This design comes from an exercise in tuning for small area, a short achievable clock period and few clock cycles per item on the open sky130 flow, not from production work.
The RTL was checked by simulation tests, not by an equivalence proof against the original design.
Power and IR drop assume default switching activity.

==> flow/design.v, too long to show whole: its modules and the start of the top module <==
// module pm32: 1126 lines
// module ENG: 8 lines
// module EONE: 7 lines
// module ETWO: 8 lines
// module XN: 7 lines
// module SEL: 9 lines
// module FA: 10 lines
// module XR: 7 lines
// module FSA: 10 lines
// module FSAN: 10 lines
// module XRN: 7 lines
// module G0: 7 lines
// module G1: 7 lines
// module G2: 7 lines
// module G3: 7 lines
// module H0: 7 lines
// module H1: 7 lines
// module H2: 8 lines
// module H3: 7 lines
// module H4: 8 lines
// module H5: 8 lines
// module H6: 8 lines
// module H7: 6 lines
// module H8: 7 lines
module pm32 (
    input  logic          clk,
    input  logic          rst,
    input  logic          start,
    input  logic [31:0]   mc,
    input  logic [31:0]   mp,
    output logic [63:0]   p,
    output logic          done,
    input  logic          op  
);
  // ...
==> flow/flow/run.sh <==
#!/bin/bash
# The standard layout, with the port buffers chosen here instead of by
# buffer_ports itself (it picks a slow delay buffer on sky130hd): buf_4 on the
# inputs, which feed the multiplier's wide fanout, and buf_1 on the outputs.
set -euo pipefail
export DONT_BUFFER_PORTS=1
export PRE_GLOBAL_PLACE_TCL="$PWD/flow/ports.tcl"
export POST_GLOBAL_PLACE_TCL="$PWD/flow/ports_post.tcl"
bash standard.sh > standard.log 2>&1
==> flow/flow/ports.tcl <==
# Sourced by ORFS's global_place.tcl before placement (DONT_BUFFER_PORTS=1
# skips its own buffer_ports call): every input and output port gets a buffer.
# They are kept from remove_buffers, which runs next, by dont_touch until
# placement is done (ports_post.tcl).
buffer_ports -inputs -buffer_cell sky130_fd_sc_hd__buf_4
buffer_ports -outputs -buffer_cell sky130_fd_sc_hd__buf_1
set port_bufs [concat [get_cells input*] [get_cells output*]]
puts "port buffers: [llength $port_bufs]"
set_dont_touch $port_bufs
==> flow/flow/ports_post.tcl <==
# Sourced by ORFS's global_place.tcl after placement: the port buffers may be
# resized again from here on.
set port_bufs [concat [get_cells input*] [get_cells output*]]
puts "port buffers after placement: [llength $port_bufs]"
unset_dont_touch $port_bufs
==> flow/standard.sh <==
#!/bin/bash
# synth_recipe.tcl (not shown) runs the flow's synth.tcl, then flattens the netlist and writes it again
# the make line also repeats each setting of config.mk as NAME=value (left out here)
make -C /OpenROAD-flow-scripts/flow DESIGN_CONFIG=/design/flow/config.mk WORK_HOME=/design/flow/orfs CLKGATE_MAP_FILE= SYNTH_SCRIPT=/design/flow/synth_recipe.tcl "${@:-finish}"
==> flow/config.mk <==
export PLATFORM = sky130hd
export DESIGN_NAME = pm32
export DESIGN_NICKNAME = pm32
export VERILOG_FILES = /design/flow/design.v
export SDC_FILE = /design/flow/constraint.sdc
export NUM_CORES = 4
export LEC_CHECK = 0
export CAP_MARGIN = 20
export CORE_MARGIN = 2
export CORE_UTILIZATION = 40
export SLEW_MARGIN = 20
export SYNTH_HIERARCHICAL = 1
==> flow/constraint.sdc <==
create_clock -name core_clock -period 5.0 [get_ports {clk}]
set_input_delay 1.0000 -clock core_clock [delete_from_list [all_inputs] [get_ports {clk}]]
set_output_delay 1.0000 -clock core_clock [all_outputs]
set_load 0.01 [all_outputs]
==> flow_summary.toml, run 1 <==
[layout]
final_util_pct = 50.3
fin_nets = 3329
multi_input_area_share_pct = 68.3
seq_share_pct = 11.4
fill_cells = 5501
buffer_area_share_pct = 13.6
nNonClkInverters = 132

[logic_synthesis]
synth-adder-area-share_pct = 34.4
synth.avg_cell_area_um2 = 10.5

[power_and_ir_drop]
ir_drop_mv = 0.728

[floorplan]
design.die.area_um2 = 63100
die_w_um = 251
die_h_um = 251
initial_core_util_pct = 40.5

[timing]
max_slew_margin_pct = 40.2
finalHoldViolCount = 0
period_share_pct = 96.9

[critical_path]
reg2reg_depth = 1
crit_family = "adder cells"
path_max_fanout = 8
reg2reg_to = "done"
crit_arrival_ns = 5.07

[clock_network]
cts_hold_buf = 0
path_clk_slew_ns = 0.06

[outcome]
outcome = "complete, no violations"

[routing]
wl_met2_mm = 37.9
drc = 0

[global_routing]
grt_pass1_wl_mm = 128
Testbench counts, summed over its fixed seeds: cycles 1,600, items 1,600.
==> run 2, diff against run 1 <==
--- a/flow/config.mk
+++ b/flow/config.mk
@@ -10,2 +10,4 @@
 export CORE_UTILIZATION = 40
+export PLACE_DENSITY = 0.8
+export SETUP_SLACK_MARGIN = 0.6
 export SLEW_MARGIN = 20
==> flow_summary.toml, run 2 <==
[layout]
top_register = "rs"
area_delta_synth_final_pct = 32.3
fin_nets = 3272
drive_gt1_share_pct = 32.9
stdcell_count = 3580
top_regs = "rs x51, rc x50, rl x12"
largest_reg_flops = 51
layout_common_cells = "xnor2_1, o22ai_1, buf_4, fa_1, fa_2"
layout_commonest_cell = "xnor2_1"

[power_and_ir_drop]
p_leak_nw = 11.6
ir_drop_mv = 0.509
switching_power_w = 0.0115
p_per_area_nw_per_um2 = 774
clockPowerShare_pct = 5.3
seq_power_share_pct = 12.3
internal_power_w = 0.0135
power_frac_comb_pct = 82.4
power_switching_share_pct = 45.9

[logic_synthesis]
synthDominantCellAreaShare_pct = 34.4
synth_area_leaders = "fa_1, xnor2_1, edfxtp_1"
ys_async_sr_fraction_pct = 0.870
synth_edf_count = 114
synth.distinct_cells = 20
yosysTopAreaCell = "fa_1"
synth.avg_cell_area_um2 = 10.5
synth_area_um2 = 24400
synth_commonest_cells = "xnor2_1, o22ai_1, fa_1"
yosysSeqAreaShare_pct = 14.1
synth_ff_type = "edfxtp_1"
syn_inst = 2338
ys_ff_latch = 115
synth_warnings = 7
synth.most_common_cell = "xnor2_1"

[timing]
layout_min_cycle_time_ns = 4.62
maxSlewViolCount = 0
period_share_pct = 92.3
finalHoldViolCount = 0
skew_ns = 0
finalSetupViolCount = 0
rsz0062_at_grt = "yes"
tightestPinTransition_ns = 0.655
max_freq_mhz = 217
fin_ws_ns = 0.384
max_slew_margin_pct = 56.4

[placed_design]
dp_cells = 3503
hpwlAfterDp_mm = 63.9
portBuffers = 131
dpl_worst_slack_ns = -0.178

[global_routing]
antenna_found_initial = 2
grt_start_max_net_pins = 73
grt_pass1_vias = 21500
grtUsageTotal_pct = 25.2
grt_pass1_wl_mm = 123
grt_overflow_total = 0

[floorplan]
initial_core_util_pct = 40.5
design.die.area_um2 = 63100
die_w_um = 251
floorplan.rows = 90
num_io_pins = 133
core_area_um2 = 60400
die_h_um = 251

[routing]
drc = 0
vias = 21700
via_per_inst = 6.05
detail_route.wl_per_cell_um = 23.0
routed_wl_mm = 82.2
antenna_left = 0
firstDrtPassIters = 9
drt_iter0_markers = 2246

[critical_path]
startpoint = "mp[27]"
slowest_stage = "fa_1"
required_ns = 5.22
cp-end-kind = "register"
crit_chain = "buf_4 > buf_4 > xnor2_1 > o22ai_1 > fa_1 > fa_2 > fa_1 > fa_1 > fa_1 > fa_2"
cpMostUsedCell = "fa_1"
r2r_start = "done"
cp_slowest_stage_delay_ns = 0.57
worstSetupPathType = "input port to register"
startpoint_type = "input port"
crit_arrival_ns = 4.83
path_max_fanout = 9
reg2reg_depth = 1

[clock_network]
clk_latency_ns = 0.47
cts.sinks = 115
cts_hold_buf = 0
htreeDepth = 4
clock_path_buffers = 2
cts_buffers = 17
cts_tree = "yes"
path_clk_slew_ns = 0.06
cts_root_buf = "clkbuf_16"

[job]
cap_violations = 0

[worst_hold_path]
hp-class = "input port to async pin"

[outcome]
outcome = "complete, no violations"
[run 2: cell types whose count changed in the layout (fill, tap and decap cells not counted), sizes merged, moves of 2 or more]
cell | previous run | this run
bufinv | 1 | 4
diode | 3 | 1
clkinv | 6 | 4
buf | 530 | 462
clkbuf | 17 | 26
a21oi | 53 | 55
[run 2: power by group through the flow]
stage | clock [W] | sequential (W) | combinational (W)
after floorplan | 0 | 0.00304 | 0.0136
after global placement | 0 | 0.00305 | 0.0184
after detailed placement | 0 | 0.00307 | 0.0189
final | 0.00134 | 0.00307 | 0.0206
after CTS | 0.00135 | 0.00306 | 0.0194
after global routing | 0.00139 | 0.00312 | 0.0226
[run 2: kinds of logic (layout without fill, tap and decap cells)]
group                      Yosys count  count (layout)  synth area share (%)
AOI/OAI and AO/OA                  677             679                  17.8
xor gates and xnor gates           730             731                  26.2
adders and majority gates          420             420                  34.4
buffers and inverters              184             634                  3.63
DFF                                115             115                  14.1
other                                2               9                0.0307
and+or+nand+nor                    210             210                  3.82
[run 2: modules after synthesis, one instance, submodules excluded, a selection]
module | cell area, µm² | cells inside | times used | flip-flops and latches
G1 | 3.75 | 1 | 28 | 0
FA | 20.0 | 1 | 420 | 0
H1 | 3.75 | 1 | 81 | 0
H5 | 12.5 | 2 | 18 | 0
H8 | 8.76 | 1 | 19 | 0
G2 | 6.26 | 1 | 17 | 0
G0 | 8.76 | 1 | 59 | 0
H6 | 12.5 | 2 | 6 | 0
H4 | 8.76 | 1 | 31 | 0
H7 | 3.75 | 1 | 2 | 0
ENG | 11.3 | 1 | 16 | 0
ETWO | 18.8 | 3 | 16 | 0
H2 | 5.00 | 1 | 62 | 0
G3 | 3.75 | 1 | 14 | 0
SEL | 6.26 | 1 | 528 | 0
[run 2: metrics by stage]
| stage | TNS (ns) | cell area [µm²] | hold WS [ns] | utilization (%) | power [W] |
|---|---|---|---|---|---|
| after detailed placement | -1.84 | 29700 | 0.476 | 49.2 | 0.0220 |
| after global routing | 0 | 32300 | 0.366 | 53.6 | 0.0271 |
| after floorplan | 0 | 25600 | 0.504 | - | 0.0166 |
| after global placement | -0.966 | 29700 | 0.448 | 49.2 | 0.0214 |
| after CTS | 0 | 30900 | 0.351 | 51.2 | 0.0238 |
| final | 0 | 32300 | 0.372 | 53.6 | 0.0250 |
[run 2: area by class of cell]
| class | instances | area (µm²) |
|---|---|---|
| buffer | 52 | 390 |
| timing repair buffer | 418 | 3710 |
| tap | 782 | 978 |
| clock buffer | 18 | 429 |
| sequential | 115 | 3450 |
| antenna | 1 | 2.50 |
| fill | 4834 | 28000 |
| multi-input combinational | 2048 | 22700 |
| inverter | 132 | 495 |
| clock inverter | 14 | 185 |
[run 2: final timing paths]
| path | slack, ns | end |
|---|---|---|
| max in group asynchronous | 4.53 | done |
| worst min-delay path | 0.37 | done |
| min in group core_clock | 0.48 | done |
| worst max register to register | 4.28 | done |
| worst min register to register | 0.48 | done |
| worst max-delay path | 0.38 | rc[22] |
[run 2: routing by layer]
metal	GRT usage, %	part of all wire, %	vias up
li1	-	-	9193
met1	33.1	37	10800
met2	39.6	46	1427
met3	6.97	12	296
met4	10.1	4.3	2
met5	0	0.019	-
[run 2: timing repair]
action / in CTS / in global routing
buffers inserted: 9 / 30
resized for setup: 103 / 230
endpoints found under the setup margin: 76 / 79
pin swaps: 25 / 77
cloned: 2 / 3
[run 2: worst max-delay path, delay by kind of cell]
| kind | cells | cell delay (ns) |
|---|---|---|
| AOI/OAI and AO/OA | 1 | 0.19 |
| xor gates and xnor gates | 1 | 0.30 |
| adders and majority gates | 6 | 2.95 |
| buffers and inverters | 2 | 0.38 |

## afterwards: timing with drivers on the ports
How much do the figures lean on ideal ports? The routed layouts below were timed once more, with nothing changed but the port constraints. Step 1 sets driving cells, clkbuf_16 on the clock port and buf_2 on the other inputs (assumed; they add their load-dependent delay and slew). Step 2 moves the port delays by t, midway between the first and last clock arrival at a register: inputs arrive t later, outputs are due t later. That takes back most of the time a late clock gives input paths. Three values: no drivers, after step 1, after step 2; two values: the first two.
| run | t, ns | setup WS [ns] | worst hold slack (ns) |
|---|---|---|---|
| run 1 | 0.548 | 0.157 / 0.060 / -0.488 | 0.349 / 0.307 / 0.463 |
| run 2 | 0.528 | 0.384 / 0.373 / -0.155 | 0.372 / 0.342 / 0.483 |
With both steps, setup timing fails in run 1 and run 2, where it was met with ideal ports. For run 1, which loses most, drivers alone change the setup slack by -0.097 ns; drivers and shift together by -0.645 ns.
